This design comes from an exercise in tuning for small area on the open sky130 flow, not from production work.
In this exercise RTL edits were held to simulation tests only and were not proved equivalent to the original.
Power and IR drop assume default switching activity.

==> inputs of build 5 <==
==> flow/design.v <==
module tree#(parameter NUM = 128, LEN = 16, LEVEL = $clog2(NUM) )(
    input  clk,
    input  [NUM*LEN-1:0] in,
    output [LEN-1:0] sum
    );
    localparam G   = 16;              
    localparam NG  = NUM / G;         
    localparam LAT = LEVEL;           
    wire [NG*LEN-1:0] gres;
    genvar g;
    for (g = 0; g < NG; g = g + 1) begin : g_grp
        prio_sel #(.N(G), .LEN(LEN)) u_sel (.in(in[g*G*LEN +: G*LEN]), .out(gres[g*LEN +: LEN]));
    end
    reg [NG*LEN-1:0] r1;
    always @(posedge clk)
        r1 <= gres;
    wire [LEN-1:0] res;
    prio_sel #(.N(NG), .LEN(LEN)) u_top (.in(r1), .out(res));
    reg [(LAT-1)*LEN-1:0] pipe;
    always @(posedge clk)
        pipe <= {pipe[(LAT-2)*LEN-1:0], res};
    assign sum = pipe[(LAT-1)*LEN-1 -: LEN];
endmodule
module prio_sel#(parameter N = 16, LEN = 16)(
    input  [N*LEN-1:0] in,
    output [LEN-1:0]   out
    );
    localparam NT = (N + 1) / 2;      
    wire [N-1:0] f;
    wire [N-1:0] np;                  
    genvar i, b;
    for (i = 0; i < N; i = i + 1) begin : g_flag
        assign f[i] = in[i*LEN];
    end
    onehot_n #(.N(N)) u_oh (.f(f), .np(np));
    or_tree #(.N(N)) u_any (.x(f), .y(out[0]));
    for (b = 1; b < LEN; b = b + 1) begin : g_bit
        wire [N-1:0] w;
        wire [NT-1:0] t;              
        for (i = 0; i < N; i = i + 1) begin : g_w
            assign w[i] = in[i*LEN+b];
        end
        for (i = 0; i < NT; i = i + 1) begin : g_t
            if (2*i+1 < N) begin : g_2
                oai22 u_oa (.a0(np[2*i]), .b0(w[2*i]), .a1(np[2*i+1]), .b1(w[2*i+1]), .y(t[i]));
            end else begin : g_1
                nor2 u_oa (.a(np[2*i]), .b(w[2*i]), .y(t[i]));
            end
        end
        nor_tree #(.N(NT)) u_and (.x(t), .y(out[b]));
    end
endmodule
module onehot_n#(parameter N = 16)(
    input  [N-1:0] f,
    output [N-1:0] np
    );
    wire [N-1:0] e;                   
    genvar i;
    for (i = 1; i < N; i = i + 1) begin : g_e
        assign e[i] = ~|f[i-1:0];
    end
    assign np[0] = ~f[0];
    for (i = 1; i < N-1; i = i + 1) begin : g_p
        nand2 u_p (.a(f[i]), .b(e[i]), .y(np[i]));
    end
    assign np[N-1] = ~e[N-1];
endmodule
module or_tree#(parameter N = 16)(
    input  [N-1:0] x,
    output         y
    );
    assign y = |x;
endmodule
module nor_tree#(parameter N = 8)(
    input  [N-1:0] x,
    output         y
    );
    localparam M = (N + 1) / 2;
    wire [M-1:0] z;
    genvar i;
    for (i = 0; i < N/2; i = i + 1) begin : g_pair
        nor2 u_nor (.a(x[2*i]), .b(x[2*i+1]), .y(z[i]));
    end
    if (N % 2) begin : g_odd
        assign z[M-1] = ~x[N-1];
    end
    and_tree #(.N(M)) u_and (.x(z), .y(y));
endmodule
module and_tree#(parameter N = 4)(
    input  [N-1:0] x,
    output         y
    );
    assign y = &x;
endmodule
module oai22(
    input a0, b0, a1, b1,
    output y
    );
    assign y = ~((a0 | b0) & (a1 | b1));
endmodule
module nor2(
    input a, b,
    output y
    );
    assign y = ~(a | b);
endmodule
module nand2(
    input a, b,
    output y
    );
    assign y = ~(a & b);
endmodule
==> flow/flow/run.sh <==
#!/bin/bash
# The standard layout, except that
# - the port buffers buffer_ports inserts during placement are the smallest
#   buffer (buf_1) instead of the one it picks itself,
# - the pin placer may put pins one routing track apart (instead of two), so
#   that the 2065 ports fit along a smaller die,
# - and flow/io.tcl gives each group of data pins its own stretch of the top or
#   bottom edge, the result pins the right edge and the clock pin the left.
set -euo pipefail
export BUFFER_PORTS_ARGS="-inputs -outputs -buffer_cell sky130_fd_sc_hd__buf_1"
export PLACE_PINS_ARGS="-min_distance 1 -min_distance_in_tracks"
export IO_CONSTRAINTS="$PWD/flow/io.tcl"
bash standard.sh finish > standard_flow.log 2>&1
==> flow/flow/io.tcl <==
# The clock pin alone on the left edge (met3).
place_pin -pin_name clk -layer met3 -location {0.4 160.14} -pin_size {0.8 0.3} -force_to_die_boundary
# Each stage-1 group of 16 words (256 pins) gets its own 130 um stretch of the
# bottom (groups 0-3) or top (groups 4-7) edge, so that its logic stays close
# together; the result pins go on the right edge.
for {set g 0} {$g < 8} {incr g} {
  set names {}
  for {set i [expr {$g * 256}]} {$i < [expr {($g + 1) * 256}]} {incr i} {
    lappend names "in\[$i\]"
  }
  set x0 [expr {20 + 130 * ($g % 4)}]
  set edge [expr {$g < 4 ? "bottom" : "top"}]
  set_io_pin_constraint -pin_names $names -region $edge:$x0-[expr {$x0 + 130}]
}
set names {}
for {set i 0} {$i < 16} {incr i} { lappend names "sum\[$i\]" }
set_io_pin_constraint -pin_names $names -region right:100-220
==> flow/standard.sh <==
#!/bin/bash
# synth_recipe.tcl (not shown) runs the flow's synth.tcl, then flattens the netlist and writes it again
# the make line also repeats each setting of config.mk as NAME=value (left out here)
make -C /OpenROAD-flow-scripts/flow DESIGN_CONFIG=/design/flow/config.mk WORK_HOME=/design/flow/orfs CLKGATE_MAP_FILE= SYNTH_SCRIPT=/design/flow/synth_recipe.tcl "${@:-finish}"
==> flow/config.mk <==
export PLATFORM = sky130hd
export DESIGN_NAME = tree
export DESIGN_NICKNAME = tree
export VERILOG_FILES = /design/flow/design.v
export SDC_FILE = /design/flow/constraint.sdc
export NUM_CORES = 4
export LEC_CHECK = 0
export CAP_MARGIN = 20
export CORE_AREA = 10 10 550 310
export DIE_AREA = 0 0 560 320
export GPL_TIMING_DRIVEN = 0
export PLACE_DENSITY = 0.4
export SETUP_SLACK_MARGIN = 0.2
export SLEW_MARGIN = 20
export SYNTH_HIERARCHICAL = 1
==> flow/constraint.sdc <==
create_clock -name core_clock -period 2.0 [get_ports {clk}]
set_input_delay 0.4000 -clock core_clock [delete_from_list [all_inputs] [get_ports {clk}]]
set_output_delay 0.4000 -clock core_clock [all_outputs]
set_load 0.01 [all_outputs]
==> trial 16 (differences from build 5) <==
--- a/flow/design.v
+++ b/flow/design.v
@@ -14,12 +14,18 @@
     reg [NG*LEN-1:0] r1;
     always @(posedge clk)
         r1 <= gres;
-    wire [LEN-1:0] res;
-    prio_sel #(.N(NG), .LEN(LEN)) u_top (.in(r1), .out(res));
-    reg [(LAT-1)*LEN-1:0] pipe;
+    localparam NH = NG / 2;
+    wire [2*LEN-1:0] hres;
+    prio_sel #(.N(NH), .LEN(LEN)) u_lo (.in(r1[0 +: NH*LEN]), .out(hres[0 +: LEN]));
+    prio_sel #(.N(NH), .LEN(LEN)) u_hi (.in(r1[NH*LEN +: NH*LEN]), .out(hres[LEN +: LEN]));
+    reg [2*LEN-1:0] r2;
     always @(posedge clk)
-        pipe <= {pipe[(LAT-2)*LEN-1:0], res};
-    assign sum = pipe[(LAT-1)*LEN-1 -: LEN];
+        r2 <= hres;
+    wire [LEN-1:0] res = r2[0] ? r2[0 +: LEN] : r2[LEN +: LEN];
+    reg [(LAT-2)*LEN-1:0] pipe;
+    always @(posedge clk)
+        pipe <= {pipe[(LAT-3)*LEN-1:0], res};
+    assign sum = pipe[(LAT-2)*LEN-1 -: LEN];
 endmodule
 module prio_sel#(parameter N = 16, LEN = 16)(
     input  [N*LEN-1:0] in,
==> flow/flow/run.sh (replaced) <==
#!/bin/bash
# The standard layout, except that
# - the port buffers buffer_ports inserts during placement are the smallest
#   buffer (buf_1) instead of the one it picks itself,
# - the pin placer puts the data pins on the top and bottom edges only (met2),
#   one routing track apart, so that the 2065 ports fit along a smaller die,
# - and the clock pin sits alone on the left edge (flow/io.tcl).
set -euo pipefail
export BUFFER_PORTS_ARGS="-inputs -outputs -buffer_cell sky130_fd_sc_hd__buf_1"
export PLACE_PINS_ARGS="-min_distance 1 -min_distance_in_tracks -exclude left:* -exclude right:*"
export IO_CONSTRAINTS="$PWD/flow/io.tcl"
bash standard.sh finish > standard_flow.log 2>&1
==> flow/flow/io.tcl (replaced) <==
# The clock pin alone on the left edge (met3), away from the densely packed
# data pins on the top and bottom edges.
place_pin -pin_name clk -layer met3 -location {0.4 160.14} -pin_size {0.8 0.3} -force_to_die_boundary
Settings changed: GPL_TIMING_DRIVEN 0 to unset, PLACE_DENSITY 0.4 to unset, SETUP_SLACK_MARGIN 0.2 to unset.
==> build 14 (differences from build 5) <==
--- a/flow/design.v
+++ b/flow/design.v
@@ -14,12 +14,18 @@
     reg [NG*LEN-1:0] r1;
     always @(posedge clk)
         r1 <= gres;
-    wire [LEN-1:0] res;
-    prio_sel #(.N(NG), .LEN(LEN)) u_top (.in(r1), .out(res));
-    reg [(LAT-1)*LEN-1:0] pipe;
+    localparam NH = NG / 2;
+    wire [2*LEN-1:0] hres;
+    prio_sel #(.N(NH), .LEN(LEN)) u_lo (.in(r1[0 +: NH*LEN]), .out(hres[0 +: LEN]));
+    prio_sel #(.N(NH), .LEN(LEN)) u_hi (.in(r1[NH*LEN +: NH*LEN]), .out(hres[LEN +: LEN]));
+    reg [2*LEN-1:0] r2;
     always @(posedge clk)
-        pipe <= {pipe[(LAT-2)*LEN-1:0], res};
-    assign sum = pipe[(LAT-1)*LEN-1 -: LEN];
+        r2 <= hres;
+    wire [LEN-1:0] res = r2[0] ? r2[0 +: LEN] : r2[LEN +: LEN];
+    reg [(LAT-2)*LEN-1:0] pipe;
+    always @(posedge clk)
+        pipe <= {pipe[(LAT-3)*LEN-1:0], res};
+    assign sum = pipe[(LAT-2)*LEN-1 -: LEN];
 endmodule
 module prio_sel#(parameter N = 16, LEN = 16)(
     input  [N*LEN-1:0] in,
==> flow/flow/run.sh (replaced) <==
#!/bin/bash
# The standard layout, except that
# - the port buffers buffer_ports inserts during placement are the smallest
#   buffer (buf_1) instead of the one it picks itself,
# - the pin placer puts the data pins on the top and bottom edges only (met2),
#   one routing track apart, so that the 2065 ports fit along a smaller die,
# - and the clock pin sits alone on the left edge (flow/io.tcl).
set -euo pipefail
export BUFFER_PORTS_ARGS="-inputs -outputs -buffer_cell sky130_fd_sc_hd__buf_1"
export PLACE_PINS_ARGS="-min_distance 1 -min_distance_in_tracks -exclude left:* -exclude right:*"
export IO_CONSTRAINTS="$PWD/flow/io.tcl"
bash standard.sh finish > standard_flow.log 2>&1
==> flow/flow/io.tcl (replaced) <==
# The clock pin alone on the left edge (met3), away from the densely packed
# data pins on the top and bottom edges.
place_pin -pin_name clk -layer met3 -location {0.4 160.14} -pin_size {0.8 0.3} -force_to_die_boundary
Settings changed: PLACE_DENSITY 0.4 to unset, SETUP_SLACK_MARGIN 0.2 to 0.3.
==> qor summary <==
item                                                                                               build 14              trial 16                          build 5
Metal-1 WL                                                                                                -              84900 um                         73100 um
Final setup violation count                                                                               -                     2                                6
Vias/cell                                                                                                 -                  4.97                             4.79
Area-dominant class                                                                                       -               buffers  multi-input combinational cells
Hold Fails Final Rpt                                                                                      -                     0                                0
Power share of the sequential group                                                                       -                 37.6%                            39.5%
Launching point of the worst reg2reg path                                                                 -                r1[16]                            r1[0]
Share of final layout cell area taken by non-clock buffers                                                -                 37.1%                            27.9%
Setup crit start                                                                                          -                r1[16]                            r1[0]
Fraction of the yosys area taken by sequential cells                                                  29.0%                 29.0%                            28.1%
Clock input transition at the sequential cells of the worst setup and hold paths                          -               0.07 ns                          0.07 ns
FF+latch area                                                                                             -          0.00480 mm^2                     0.00449 mm^2
End of the critical path                                                                                  -                 r2[3]                         pipe[12]
Actual slew at the worst max-slew pin                                                                     -              0.748 ns                         0.909 ns
Critical hold path startpoint                                                                             -               in[736]                         in[1520]
Count of nets left with antenna violations after detail routing                                           -                     0                                0
First-pass DRT Iterations                                                                                 -                     7                                8
Outcome                                                                           aborted with a tool error       failed layout checks             failed layout checks
Failing step                                                                                        5_1_grt                     -                                -
Reasons for failing layout checks                                                                         -  negative setup slack             negative setup slack
Effective utilization at floorplan                                                                    10.4%                 10.4%                            9.96%

==> separate check: timing with driven ports <==
In the flow no input, the clock included, has a driving cell. The finished layouts below were timed again as built, in two steps. Step 1 sets driving cells, clkbuf_16 on the clock port and buf_2 on the other inputs (assumed; they add their load-dependent delay and slew). Step 2 adds t to the input delays and takes it off the output delays; t is the mean of the earliest and latest rising clock arrival at the registers after step 1. Input paths then give back, and output paths get back, about the clock's delay inside the block. Slacks: ideal / step 1 / step 2; pairs: ideal / step 1.
| run | t, ns | setup slack, ns | worst setup path at the end | pins driven straight from the clock port |
|---|---|---|---|---|
| build 5 | 0.629 | -0.106 / -0.106 / -0.491 | input to register | 1 |
| trial 16 | 0.689 | -0.067 / -0.067 / -0.744 | input to register | 1 |
The setup slack of trial 16, which loses most, moves by 0.000 ns with the drivers and by -0.677 ns with both steps.
